Context: an optimization exercise on an open-source flow, tuned for a short achievable clock period and few clock cycles. The choices shown serve that exercise and are no tape-out recipe. In this exercise RTL edits were held to simulation tests only and were not proved equivalent to the original. No activity file was given, so power comes from the tool's default toggle rates.

`flow/config.mk`:
```
export PLATFORM = sky130hd
export DESIGN_NAME = processor
export DESIGN_NICKNAME = processor
export VERILOG_FILES = /design/flow/design.v
export SDC_FILE = /design/flow/constraint.sdc
export NUM_CORES = 4
export LEC_CHECK = 0
export ABC_CLOCK_PERIOD_IN_PS = 3000
export CAP_MARGIN = 20
export CORE_MARGIN = 2
export CORE_UTILIZATION = 30
export PLACE_DENSITY = 0.5
export SETUP_SLACK_MARGIN = 5
export SLEW_MARGIN = 20
```
`flow/constraint.sdc`:
```
create_clock -name core_clock -period 13.0 [get_ports {clk}]
set_input_delay 2.6000 -clock core_clock [delete_from_list [all_inputs] [get_ports {clk}]]
set_output_delay 2.6000 -clock core_clock [all_outputs]
set_load 0.01 [all_outputs]
```
`flow/design.v`:
```
`timescale 1ns / 1ps
module alu(a,b,op_add,op_sub,op_and,op_or,op_xor,op_sll,op_srl,result);
input [31:0] a,b;
input op_add,op_sub,op_and,op_or,op_xor,op_sll,op_srl;
output [31:0] result;
wire [31:0] s_add = a + b;
wire [31:0] s_sub = a - b;
wire big = |b[31:5];
wire [31:0] s_sll = big ? 32'b0 : (a << b[4:0]);
wire [31:0] s_srl = big ? 32'b0 : (a >> b[4:0]);
assign result = ({32{op_add}} & s_add) | ({32{op_sub}} & s_sub) |
                ({32{op_and}} & (a & b)) | ({32{op_or}} & (a | b)) |
                ({32{op_xor}} & (a ^ b)) | ({32{op_sll}} & s_sll) |
                ({32{op_srl}} & s_srl);
endmodule
`timescale 1ns / 1ps
module control_logic(instr,uses_rs,uses_rt,reg_we,dest,use_imm,imm32,
                     op_add,op_sub,op_and,op_or,op_xor,op_sll,op_srl,
                     is_lw,is_sw,beq_chk,taken);
input [31:0] instr;
output uses_rs,uses_rt,reg_we,use_imm;
output [4:0] dest;
output [31:0] imm32;
output op_add,op_sub,op_and,op_or,op_xor,op_sll,op_srl;
output is_lw,is_sw,beq_chk,taken;
wire [5:0] op = instr[31:26];
wire [5:0] fn = instr[5:0];
wire [4:0] rs = instr[25:21];
wire [4:0] rt = instr[20:16];
wire [4:0] rd = instr[15:11];
wire is_r   = (op == 6'b000000);
wire f_add  = is_r & (fn == 6'b100000);
wire f_sub  = is_r & (fn == 6'b100010);
wire f_and  = is_r & (fn == 6'b100100);
wire f_or   = is_r & (fn == 6'b100101);
wire f_xor  = is_r & (fn == 6'b100110);
wire f_sll  = is_r & (fn == 6'b000000);
wire f_srl  = is_r & (fn == 6'b000010);
wire r_ok   = f_add | f_sub | f_and | f_or | f_xor | f_sll | f_srl;
wire is_ori = (op == 6'b001101);
wire is_beq = (op == 6'b000100);
wire is_j   = (op == 6'b000010);
wire same   = (rs == rt);
assign is_lw   = (op == 6'b100011);
assign is_sw   = (op == 6'b101011);
assign beq_chk = is_beq & ~same;
assign taken   = is_j | (is_beq & same);
assign uses_rs = r_ok | is_ori | is_lw | is_sw | beq_chk;
assign uses_rt = r_ok | is_sw | beq_chk;
assign dest    = r_ok ? rd : rt;
assign reg_we  = (r_ok & (rd != 5'd0)) | ((is_ori | is_lw) & (rt != 5'd0));
assign use_imm = is_ori | is_lw | is_sw;
assign imm32   = {{16{instr[15] & ~is_ori}}, instr[15:0]};
assign op_add  = f_add | is_lw | is_sw;
assign op_sub  = f_sub;
assign op_and  = f_and;
assign op_or   = f_or | is_ori;
assign op_xor  = f_xor;
assign op_sll  = f_sll;
assign op_srl  = f_srl;
endmodule
`timescale 1ns / 1ps
module regfile(ReadRegister1,ReadRegister2,WriteRegister,WriteData,RegWrite,reset,clk,ReadData1,ReadData2);
input reset,clk,RegWrite;
input [4:0] ReadRegister1,ReadRegister2,WriteRegister;
input [31:0] WriteData;
output [31:0] ReadData1,ReadData2;
reg [31:0] RegArray [1:31];
integer i;
always @(posedge clk or posedge reset) begin
if (reset) begin
	for (i = 1; i < 32; i = i + 1) RegArray[i] <= 32'b0;
end
else begin
	if (RegWrite && WriteRegister != 5'd0) RegArray[WriteRegister] <= WriteData;
end
end
wire [31:0] r1 = (ReadRegister1 == 5'd0) ? 32'b0 : RegArray[ReadRegister1];
wire [31:0] r2 = (ReadRegister2 == 5'd0) ? 32'b0 : RegArray[ReadRegister2];
assign ReadData1 = (RegWrite && WriteRegister == ReadRegister1 && ReadRegister1 != 5'd0) ? WriteData : r1;
assign ReadData2 = (RegWrite && WriteRegister == ReadRegister2 && ReadRegister2 != 5'd0) ? WriteData : r2;
endmodule
`timescale 1ns / 1ps
module fwd_mux(sel_em,sel_mw,em,mw,d,o);
input sel_em,sel_mw;
input [31:0] em,mw,d;
output [31:0] o;
assign o = sel_em ? em : (sel_mw ? mw : d);
endmodule
`timescale 1ns / 1ps
module Fetch(pc,d_instr,d_taken,stall,e_redirect,e_target,d_target,pc_new);
input [29:0] pc;
input [31:0] d_instr;            
input d_taken,stall,e_redirect;
input [29:0] e_target;
output [29:0] d_target;          
output [29:0] pc_new;
wire [29:0] br_target = pc + {{14{d_instr[15]}},d_instr[15:0]};
wire [29:0] j_target  = {pc[29:26], d_instr[25:0]};
assign d_target = d_instr[27] ? j_target : br_target;    
assign pc_new = e_redirect ? e_target :
                stall      ? pc :
                d_taken    ? d_target : pc + 30'd1;
endmodule
`timescale 1ns / 1ps
module processor(clk,rst,imem_addr,imem_data,dmem_addr,dmem_wdata,dmem_we,dmem_rdata);
input clk,rst;
output [29:0] imem_addr;         
input [31:0] imem_data;          
output [31:0] dmem_addr;         
output [31:0] dmem_wdata;
output dmem_we;
input [31:0] dmem_rdata;         
reg [29:0] pc;
reg [31:0] d_ir;
reg        e_reg_we, e_lw, e_sw, e_chk;
reg  [4:0] e_dest;
reg        e_add, e_sub, e_and, e_or, e_xor, e_sll, e_srl;
reg        e_fa_em, e_fa_mw, e_fb_em, e_fb_mw, e_fs_em, e_fs_mw;
reg [31:0] e_a, e_b, e_s;
reg [29:0] e_target;
reg        m_reg_we, m_lw, m_sw;
reg  [4:0] m_dest;
reg [31:0] m_res, m_sd;
reg        w_reg_we;
reg  [4:0] w_dest;
reg [31:0] w_res;
wire [4:0] d_rs = d_ir[25:21];
wire [4:0] d_rt = d_ir[20:16];
wire d_uses_rs, d_uses_rt, d_reg_we, d_use_imm;
wire [4:0] d_dest;
wire [31:0] d_imm;
wire d_add, d_sub, d_and, d_or, d_xor, d_sll, d_srl;
wire d_lw, d_sw, d_chk, d_taken;
control_logic CONTROL(d_ir, d_uses_rs, d_uses_rt, d_reg_we, d_dest, d_use_imm, d_imm,
                      d_add, d_sub, d_and, d_or, d_xor, d_sll, d_srl,
                      d_lw, d_sw, d_chk, d_taken);
wire [31:0] rf_a, rf_b;
regfile REGISTER(d_rs, d_rt, w_dest, w_res, w_reg_we, rst, clk, rf_a, rf_b);
wire a_em = e_reg_we & (e_dest == d_rs);
wire a_mw = m_reg_we & (m_dest == d_rs);
wire b_em = e_reg_we & (e_dest == d_rt);
wire b_mw = m_reg_we & (m_dest == d_rt);
wire stall = e_lw & ((d_uses_rs & a_em) | (d_uses_rt & b_em));
wire [31:0] op_a, op_b, op_s, alu_res;
fwd_mux FA(e_fa_em, e_fa_mw, m_res, w_res, e_a, op_a);
fwd_mux FB(e_fb_em, e_fb_mw, m_res, w_res, e_b, op_b);
fwd_mux FS(e_fs_em, e_fs_mw, m_res, w_res, e_s, op_s);
alu ALU(op_a, op_b, e_add, e_sub, e_and, e_or, e_xor, e_sll, e_srl, alu_res);
wire e_redirect = e_chk & (op_a == op_b);
wire [29:0] pc_next, d_target;
Fetch fetch(pc, d_ir, d_taken, stall, e_redirect, e_target, d_target, pc_next);
always @(posedge clk or posedge rst) begin
if (rst) begin
	pc <= 30'b0;
	d_ir <= 32'b0;
	e_reg_we <= 1'b0; e_lw <= 1'b0; e_sw <= 1'b0; e_chk <= 1'b0;
	m_reg_we <= 1'b0; m_lw <= 1'b0; m_sw <= 1'b0;
	w_reg_we <= 1'b0;
end
else begin
	pc <= pc_next;
	if (e_redirect) d_ir <= 32'b0;             
	else if (!stall) d_ir <= imem_data;
	if (stall) begin
		e_reg_we <= 1'b0; e_lw <= 1'b0; e_sw <= 1'b0; e_chk <= 1'b0;
	end else begin
		e_reg_we <= d_reg_we; e_lw <= d_lw; e_sw <= d_sw; e_chk <= d_chk;
	end
	m_reg_we <= e_reg_we; m_lw <= e_lw; m_sw <= e_sw;
	w_reg_we <= m_reg_we;
end
end
always @(posedge clk) begin
	e_dest <= d_dest;
	e_add <= d_add; e_sub <= d_sub; e_and <= d_and; e_or <= d_or;
	e_xor <= d_xor; e_sll <= d_sll; e_srl <= d_srl;
	e_fa_em <= a_em;
	e_fa_mw <= a_mw;
	e_fb_em <= b_em & ~d_use_imm;
	e_fb_mw <= b_mw & ~d_use_imm;
	e_fs_em <= b_em;
	e_fs_mw <= b_mw;
	e_a <= rf_a;
	e_b <= d_use_imm ? d_imm : rf_b;
	e_s <= rf_b;
	e_target <= d_target;
	m_dest <= e_dest;
	m_res <= alu_res;
	m_sd <= op_s;
	w_dest <= m_dest;
	w_res <= m_lw ? dmem_rdata : m_res;
end
assign imem_addr  = pc;
assign dmem_addr  = m_res;
assign dmem_wdata = m_sd;
assign dmem_we    = m_sw;
endmodule
```
`flow/run.sh`:
```
#!/bin/bash
# synth_recipe.tcl (not shown) runs the flow's synth.tcl, then flattens the netlist and writes it again
# the make line also repeats each setting of config.mk as NAME=value (left out here)
make -C /OpenROAD-flow-scripts/flow DESIGN_CONFIG=/design/flow/config.mk WORK_HOME=/design/flow/orfs CLKGATE_MAP_FILE= SYNTH_SCRIPT=/design/flow/synth_recipe.tcl finish
```
==> summary.txt, run 1 <==
Setup path
  • Crit path required time: 13.70 ns
  • CP Max Fanout: 59
  • CP Class: flop to flop
  • Worst-path cell chain: buf_4, mux2_1, mux2i_1, ha_1, nor3_1, nand4_1, nor3_1, and2_2, buf_4, a211oi_1, o21ai_0, o21ai_0
  • CP startpoint: e_fb_mw
  • Crit path launch type: flop
  • Crit Reg-Reg Startpoint: e_fb_mw
  • Buf+Inv Stages, Crit Path: 2
  • Critical Path AT: 6.48 ns
  • Crit-path slowest cell: nor3_1
  • Critical Path Max Stage Delay: 0.88 ns
  • Cell family with most CP delay: simple AND/OR/NAND/NOR gates
  • CP Capture Type: flop

Global routing
  • GR Util met1: 37.70%
  • Met3 Resource Use GR: 9.117%
  • M2 GR Usage: 43.32%
  • GRT Total Usage: 29.24%
  • Vias in the first global route: 61630
  • Largest net degree at the start of global routing: 159
  • Initial antenna violation count: 22
  • Total gr overflow: 0
  • First-pass GRT wire length: 504600 µm
  • Grt peak-use layer: met2

STA
  • Slew HR: 15.75%
  • Clock Skews: 0.05798 ns
  • # setup viols final: 0
  • Post-route setup TNS: 0 ns
  • Final Hold Viols: 0
  • RSZ-0062 raised after global routing: no
  • Achievable clock frequency: 172.9 MHz
  • Worst-margin pin slew: 1.252 ns
  • Fin crit share: 44.49%
  • Min Tclk post-route: 5.784 ns
  • Slew Viols, Final: 0

Pwr
  • Clock Power Share: 44.9%
  • Sequential share of power: 43.3%
  • Combinational share of power: 11.8%
  • Power Density: 122.5 nW/µm²
  • Power, Total: 10030 µW
  • Peak supply drop: 0.1390 mV
  • Internal: 7157 µW
  • Sw Share: 28.66%
  • Switching pwr: 2875 µW
  • Leakage Power: 0.03580 µW

Final layout
  • Synthesis-to-finish area growth: 14.87%
  • Area of the multi-input gates: 37380 µm²
  • Final instance area: 81900 µm²
  • Register area: 31610 µm²
  • Share of cells above drive strength 1: 25.31%
  • Fill cells: 23590
  • Fin util: 34.73%
  • Nets: 6899

Synth
  • Area contributors post-synth: dfrtp_1, mux2_2, dfxtp_1, a22oi_1, mux2i_1
  • Average size of a mapped cell: 10.47 µm²
  • Register area share after synthesis: 44.29%
  • Syn Nets: 7016
  • Cell area after synthesis: 71300 µm²
  • Synth warn: 3
  • Leading register cell type out of synthesis: dfrtp_1
  • Cell taking the most area after synthesis: dfrtp_1
  • Synth unique cells: 94
  • Post-synth EDFFs: 0
  • Cell count after synthesis: 6812
  • Yosys top cell area share: 37.27%
  • Synthesized flop and latch total: 1312
  • Post-synth ARST share: 80.95%

Placed design
  • IO buf count: 160
  • GPL Wtd Cong: 0.9562
  • DP Wirelength: 221300 µm
  • Area post-placement: 76600 µm²

Detailed routing
  • Detail Route Antenna Nets: 0
  • DRC: 0
  • Vias/cell: 6.398
  • Total Wirelength: 365700 µm
  • Number of detailed-route iterations in the first pass: 11
  • Via count: 63820
  • DR WL/cell: 36.66 µm
  • Drt initial violations: 9282

Floorplanning
  • Core region area: 235900 µm²
  • Die area: 241600 µm²
  • Die W: 491.5 µm
  • Row cnt: 178
  • Initial Utilization: 30.23%
  • Total I/O pin count: 161
  • Die height: 491.5 µm

Hold path
  • Min-Delay Path Class: flop to flop
  • Min-delay src: e_sw

CTS
  • Clock root buffer: clkbuf_16
  • CTS H-tree lvls: 4
  • Post_cts resized: 0
  • TritonCTS clock tree: built
  • Post-CTS Setup Bufs: 0
  • Hold buffers post-CTS: 0
  • CTS sink cnt: 1312
  • Clk Latency, worst-skew pair: 0.87 ns
  • CTS Buf Count: 150
  • CTS max path bufs: 3
  • CTS clk-pin slew, worst paths: 0.06 ns

Job
  • Max Cap Viol: 0

Outcome
  • Status: finished clean
-- stage by stage --
stage	setup slack [ns]	instances	hold WS [ns]
finish	7.216	9975	0.3686
global route	7.101	9972	0.3773
CTS	7.354	9970	0.3721
detailed placement	6.728	9693	0.3556
global placement	6.806	9691	0.3400
floorplan	-4.245	6812	0.3312
-- synthesized netlist by cell type (14+ instances only) --
library cell	instances
o21ai_0	246
o211ai_1	29
a31oi_1	18
nor2_1	318
nand2b_1	26
and2_1	14
xor2_1	38
buf_1	88
nand4_1	188
a21o_1	34
a221oi_1	192
nand3_1	117
and3_1	26
nand2_1	464
dfrtp_1	1062
a222oi_1	65
clkbuf_1	442
o22ai_1	35
nor2b_1	16
o21ai_1	18
o221ai_1	18
mux2i_1	206
o31ai_1	65
dfxtp_1	250
nor3_1	70
o21bai_1	24
nor4_1	35
mux2_2	1091
inv_1	109
buf_2	105
xnor2_1	37
a21oi_1	301
a22oi_1	492
o21a_1	34
a211oi_1	28
ha_1	135
a22o_1	185
-- routing by layer --
metal  share of wire (%)  routed length [µm]  vias to the layer above
li1                    -                   -                    25500
met1                  39              143800                    32420
met2                  42              154000                     4510
met3                  12               43020                     1370
met4                 6.8               24710                       10
met5               0.040                 145                        -
-- layout by cell type, fill, tap and decap left out, types with 206 or more instances in the layout --
master      n
mux2i_1   206
mux2_2   1091
nand2_1   450
a22oi_1   492
dfxtp_1   235
o21ai_0   246
nor2_1    249
buf_4     213
dfrtp_1  1059
a21oi_1   301
-- cell families (layout without fill, tap and decap cells) --
logic type      count (synthesis)  after routing  synth area share, %
compound gates               1887           1887                18.99
simple gates                 1330           1330                8.727
flops                        1312           1312                44.29
mux                          1307           1307                20.33
buf+inv                       763            771                4.287
fa+ha+maj                     138            138                2.453
xor+xnor                       75             75               0.9213
other cells                     0              5                    0
-- layout make-up --
cell class,count,share of cell area (%)
Antenna cell,5,0.01528
Inverter,115,0.5316
Timing Repair Buffer,379,4.044
Sequential cell,1312,38.59
Multi-Input combinational cell,4737,45.64
Clock inverter,53,1.045
Tap cell,3150,4.812
Clock buffer,224,5.327
-- worst reg2reg max path: stages, from the launching register on --
cell	delay [ns]
dfxtp_2	0.31
buf_4	0.42
mux2_1	0.43
mux2i_1	0.64
ha_1	0.59
nor3_1	0.58
nand4_1	0.32
nor3_1	0.88
and2_2	0.52
buf_4	0.64
a211oi_1	0.13
o21ai_0	0.10
o21ai_0	0.09
-- registers in the layout (all words and copies together) (netlist names), 5 cells and up --
register           cells
REGISTER.RegArray    992
d_ir                  32
e_a                   32
e_b                   32
e_s                   32
m_res                 32
m_sd                  32
w_res                 32
e_target              30
pc                    30
e_dest                 5
m_dest                 5
w_dest                 5
-- final timing paths --
check,end,depth (start not counted),slack (ns)
worst max register to register,pc[16],12,7.22
max in group asynchronous,REGISTER.RegArray[22][26],5,7.72
worst max-delay path,pc[16],12,7.22
worst min-delay path,m_sw,0,0.37
worst min register to register,m_sw,0,0.37
min in group asynchronous,REGISTER.RegArray[26][4],2,2.28
-- power groups by stage --
stage,registers [µW],clock network [µW],logic (µW)
finish,4350,4500,1180
global route,4360,4720,1270
CTS,4340,4550,1160
detailed placement,4420,0,1160
global placement,4420,0,1150
floorplan,4360,0,713
Testbench counts, summed over its fixed seeds: cycles 17,082.
==> run 2, diff against run 1 <==
==> flow/flow/run.sh (new file) <==
#!/bin/bash
# Standard synthesis and layout; the timing repair steps aim for a slack
# margin well above zero so the layout runs faster than the 13 ns target.
set -euo pipefail
MARGIN=${MARGIN:-9.5}
bash standard.sh synth > log_synth.txt 2>&1
bash standard.sh SETUP_SLACK_MARGIN=$MARGIN finish > log_layout.txt 2>&1
==> flow/standard.sh (new file) <==
#!/bin/bash
# synth_recipe.tcl (not shown) runs the flow's synth.tcl, then flattens the netlist and writes it again
# the make line also repeats each setting of config.mk as NAME=value (left out here)
make -C /OpenROAD-flow-scripts/flow DESIGN_CONFIG=/design/flow/config.mk WORK_HOME=/design/flow/orfs CLKGATE_MAP_FILE= SYNTH_SCRIPT=/design/flow/synth_recipe.tcl "${@:-finish}"
--- a/flow/config.mk
+++ b/flow/config.mk
@@ -11,4 +11,3 @@
 export CORE_UTILIZATION = 30
 export PLACE_DENSITY = 0.5
-export SETUP_SLACK_MARGIN = 5
 export SLEW_MARGIN = 20
removed: flow/run.sh
==> summary.txt, run 2 <==
CTS
  • Clock root buffer: clkbuf_16 (unchanged)
  • CTS H-tree lvls: 4 (unchanged)
  • CTS Buf Count: 149 (was 150)
  • Clk Latency, worst-skew pair: 0.86 ns (was 0.87 ns)
  • CTS max path bufs: 3 (unchanged)
  • Hold buffers post-CTS: 0 (unchanged)
  • TritonCTS clock tree: built (unchanged)
  • CTS sink cnt: 1312 (unchanged)
  • CTS clk-pin slew, worst paths: 0.07 ns (was 0.06 ns)

Placed design
  • Dpl cells: 9687 (was 9693)
  • GPL Wtd Cong: 0.9807 (was 0.9562)
  • IO buf count: 160 (unchanged)
  • Area post-placement: 76670 µm² (was 76600 µm²)
  • Worst slack, placed: 6.880 ns (was 6.728 ns)
  • DP Wirelength: 213700 µm (was 221300 µm)

Floorplanning
  • Core region area: 235900 µm² (unchanged)
  • Row cnt: 178 (unchanged)
  • Die height: 491.5 µm (unchanged)
  • Die area: 241600 µm² (unchanged)
  • Die W: 491.5 µm (unchanged)
  • Total I/O pin count: 161 (unchanged)
  • Initial Utilization: 30.23% (unchanged)

Synth
  • Synthesized flop and latch total: 1312 (unchanged)
  • Cell taking the most area after synthesis: dfrtp_1 (unchanged)
  • Leading register cell type out of synthesis: dfrtp_1 (unchanged)
  • Area contributors post-synth: dfrtp_1, mux2_2, dfxtp_1, a22oi_1, mux2i_1 (unchanged)
  • Average size of a mapped cell: 10.47 µm² (unchanged)
  • Synth unique cells: 94 (unchanged)
  • Cell area after synthesis: 71300 µm² (unchanged)
  • Post-synth ARST share: 80.95% (unchanged)
  • Syn Nets: 7016 (unchanged)
  • Register area share after synthesis: 44.29% (unchanged)
  • Post-synth EDFFs: 0 (unchanged)
  • Synth warn: 3 (unchanged)
  • Top cells by count, synth: mux2_2, dfrtp_1, a22oi_1, nand2_1, clkbuf_1 (unchanged)
  • Yosys top cell area share: 37.27% (unchanged)
  • Cell count after synthesis: 6812 (unchanged)
  • Top-count cell post-synth: mux2_2 (unchanged)

Final layout
  • Synthesis-to-finish area growth: 25.28% (was 14.87%)
  • Most frequent cells in the layout: mux2_2, dfrtp_1, a22oi_1, nand2_1, buf_4 (was mux2_2, dfrtp_1, a22oi_1, nand2_1, a21oi_1)
  • Nets: 7291 (was 6899)
  • Most common cell after layout, fill and taps aside: mux2_2 (unchanged)
  • Finished Layout Cells: 10370 (was 9975)
  • Final instance area: 89330 µm² (was 81900 µm²)
  • Fill cells: 22950 (was 23590)
  • Largest register FFs: 992 (unchanged)
  • Register area: 31830 µm² (was 31610 µm²)
  • Area of the multi-input gates: 40000 µm² (was 37380 µm²)
  • Most flop-heavy register: REGISTER.RegArray (unchanged)
  • Share of cells above drive strength 1: 36.16% (was 25.31%)

STA
  • Slew Viols, Final: 0 (unchanged)
  • Slew HR: 12.67% (was 15.75%)
  • Post-route setup TNS: 0 ns (unchanged)
  • Clock Skews: 0.04086 ns (was 0.05798 ns)
  • Min Tclk post-route: 4.081 ns (was 5.784 ns)
  • Achievable clock frequency: 245.0 MHz (was 172.9 MHz)
  • Fin crit share: 31.40% (was 44.49%)
  • Worst-margin pin slew: 1.310 ns (was 1.252 ns)
  • RSZ-0062 raised after global routing: yes (was no)
  • # setup viols final: 0 (unchanged)
  • Worst setup margin: 8.919 ns (was 7.216 ns)
  • Final Hold Viols: 0 (unchanged)

Hold path
  • Min-Delay Path Class: flop to flop (unchanged)
  • Worst min-delay path endpoint: m_sw (unchanged)
  • Hold Crit Depth: 0 (unchanged)
  • Min-delay src: e_sw (unchanged)

Pwr
  • Leakage Power: 0.03914 µW (was 0.03580 µW)
  • Power Density: 115.4 nW/µm² (was 122.5 nW/µm²)
  • Peak supply drop: 0.1512 mV (was 0.1390 mV)
  • Power, Total: 10310 µW (was 10030 µW)

Detailed routing
  • Detail Route Antenna Nets: 0 (unchanged)
  • Drt initial violations: 10090 (was 9282)
  • DRC: 0 (unchanged)
  • Vias/cell: 6.501 (was 6.398)
  • Total Wirelength: 383600 µm (was 365700 µm)
  • Number of detailed-route iterations in the first pass: 13 (was 11)
  • DR WL/cell: 37.00 µm (was 36.66 µm)
  • Via count: 67390 (was 63820)

Global routing
  • GRT Total Usage: 30.44% (was 29.24%)
  • First-pass GRT wire length: 524700 µm (was 504600 µm)
  • Initial antenna violation count: 15 (was 22)
  • Vias in the first global route: 64260 (was 61630)
  • Largest net degree at the start of global routing: 86 (was 159)
  • Total gr overflow: 0 (unchanged)

Setup path
  • CP Capture Type: flop (unchanged)
  • Crit Reg-Reg Startpoint: e_fa_mw (was e_fb_mw)
  • FF-to-FF End: m_res[30] (was pc[16])
  • R2R Setup Slk: 8.92 ns (was 7.22 ns)
  • Critical Path Max Stage Delay: 0.42 ns (was 0.88 ns)
  • Critical Path AT: 4.80 ns (was 6.48 ns)
  • CP Class: flop to flop (unchanged)
  • Crit-path slowest cell: dfxtp_4 (was nor3_1)
  • CP Max Fanout: 14 (was 59)
  • Crit path required time: 13.72 ns (was 13.70 ns)
  • Worst R2R Path Depth: 16 (was 12)
  • Crit path launch type: flop (unchanged)
  • Worst-path cell chain: buf_12, mux2i_1, o21a_2, buf_4, ha_4, inv_2, fa_2, a221o_1, a211oi_4, o21ai_4, o31ai_4, o21a_2, o21ai_4, a211oi_2, mux2i_1, or3_1 (was buf_4, mux2_1, mux2i_1, ha_1, nor3_1, nand4_1, nor3_1, and2_2, buf_4, a211oi_1, o21ai_0, o21ai_0)

Outcome
  • Status: finished clean (unchanged)

Job
  • Max Cap Viol: 0 (unchanged)
run 2: per-stage QoR:
stage	util (%)	hold WS, ns
final	37.87	0.3638
after global routing	37.87	0.3623
after CTS	37.16	0.3572
after detailed placement	32.51	0.3347
after global placement	32.50	0.3350
after floorplan	-	0.3312
run 2: final cells by class:
cell class | count | share of cell area (%)
multi-input cells | 4742 | 44.78
diodes | 5 | 0.01401
clock inverters | 49 | 0.7018
well taps | 3150 | 4.412
repair inverters | 3 | 0.02521
repair buffers | 764 | 8.878
inverters | 115 | 0.5211
clock buffers | 227 | 5.034
flip-flops and latches | 1312 | 35.64
run 2: worst max-delay path by stage:
stage                  from                         to  cells after the start
finish              e_fa_mw                  m_res[30]                     16
floorplan               rst   REGISTER.RegArray[10][0]                      1
global route        e_fb_mw                  m_res[31]                     18
global placement        rst  REGISTER.RegArray[13][18]                      5
detailed placement      rst  REGISTER.RegArray[30][18]                      5
CTS                  pc[21]              imem_addr[21]                      1
run 2: logic make-up (layout without fill, tap and decap cells):
logic type,after synthesis,after routing,synth area share (%)
AO/OA/AOI/OAI,1887,1892,18.99
flip-flops,1312,1312,44.29
buffers and inverters,763,1158,4.287
AND/OR/NAND/NOR,1330,1330,8.727
other,0,5,0
multiplexers,1307,1307,20.33
XOR/XNOR,75,75,0.9213
adder cells (fa/ha/maj),138,138,2.453
run 2: where the power goes:
part           internal, µW  leakage (µW)  total, µW  switching [µW]
Combinational           585        0.0199       1530             942
Sequential             4190        0.0168       4300             112
Clock                  2570       0.00251       4480            1910
run 2: critical path: cells and delay by family, from the launching register on:
kind | cells | cell delay (ns)
multiplexers | 2 | 0.31
AO/OA/AOI/OAI | 8 | 2.01
AND/OR/NAND/NOR | 1 | 0.36
flip-flops | 1 | 0.42
adder cells (fa/ha/maj) | 2 | 0.47
buffers and inverters | 3 | 0.38
run 2: metal layers:
layer  global-route usage [%]  vias to the layer above  routed length [µm]
li1                         -                    26360                   -
met1                    38.17                    33980              145500
met2                    44.19                     5345              159100
met3                    10.87                     1690               47980
met4                    19.27                       22               30700
met5                   0.2183                        -                 260
run 2: repair_timing:
item | CTS | global route
pin swaps | 127 | 99
setup buffers | 268 | 92
endpoints found under the setup margin | 1199 | 739
resized for setup | 1162 | 178
gates cloned | 34 | 4

==> static timing again, ports no longer ideal <==
The flow's constraints put no driver on any port. The routed layouts listed below were extracted and timed again, unchanged, in two steps. Step 1: set_driving_cell puts a clkbuf_16 on clk and a buf_2 on each other input, an assumption about the parent block. Step 2 moves the port delays by t, midway between the first and last clock arrival at a register: inputs arrive t later, outputs are due t later. That takes back most of the time a late clock gives input paths. Three values: ideal, step 1, step 2; two values: the first two.
| run | t, ns | slack for setup (ns) | worst setup path at the end |
|---|---|---|---|
| run 1 | 0.927 | 7.216 / 7.216 / 6.865 | input, reset recovery |
| run 2 | 0.935 | 8.919 / 8.869 / 8.717 | input, reset recovery |
After both steps setup and hold are still met in every run listed. For run 1, which loses most, drivers alone change the setup slack by 0.000 ns; drivers and shift together by -0.351 ns. Setup slack includes reset recovery checks.
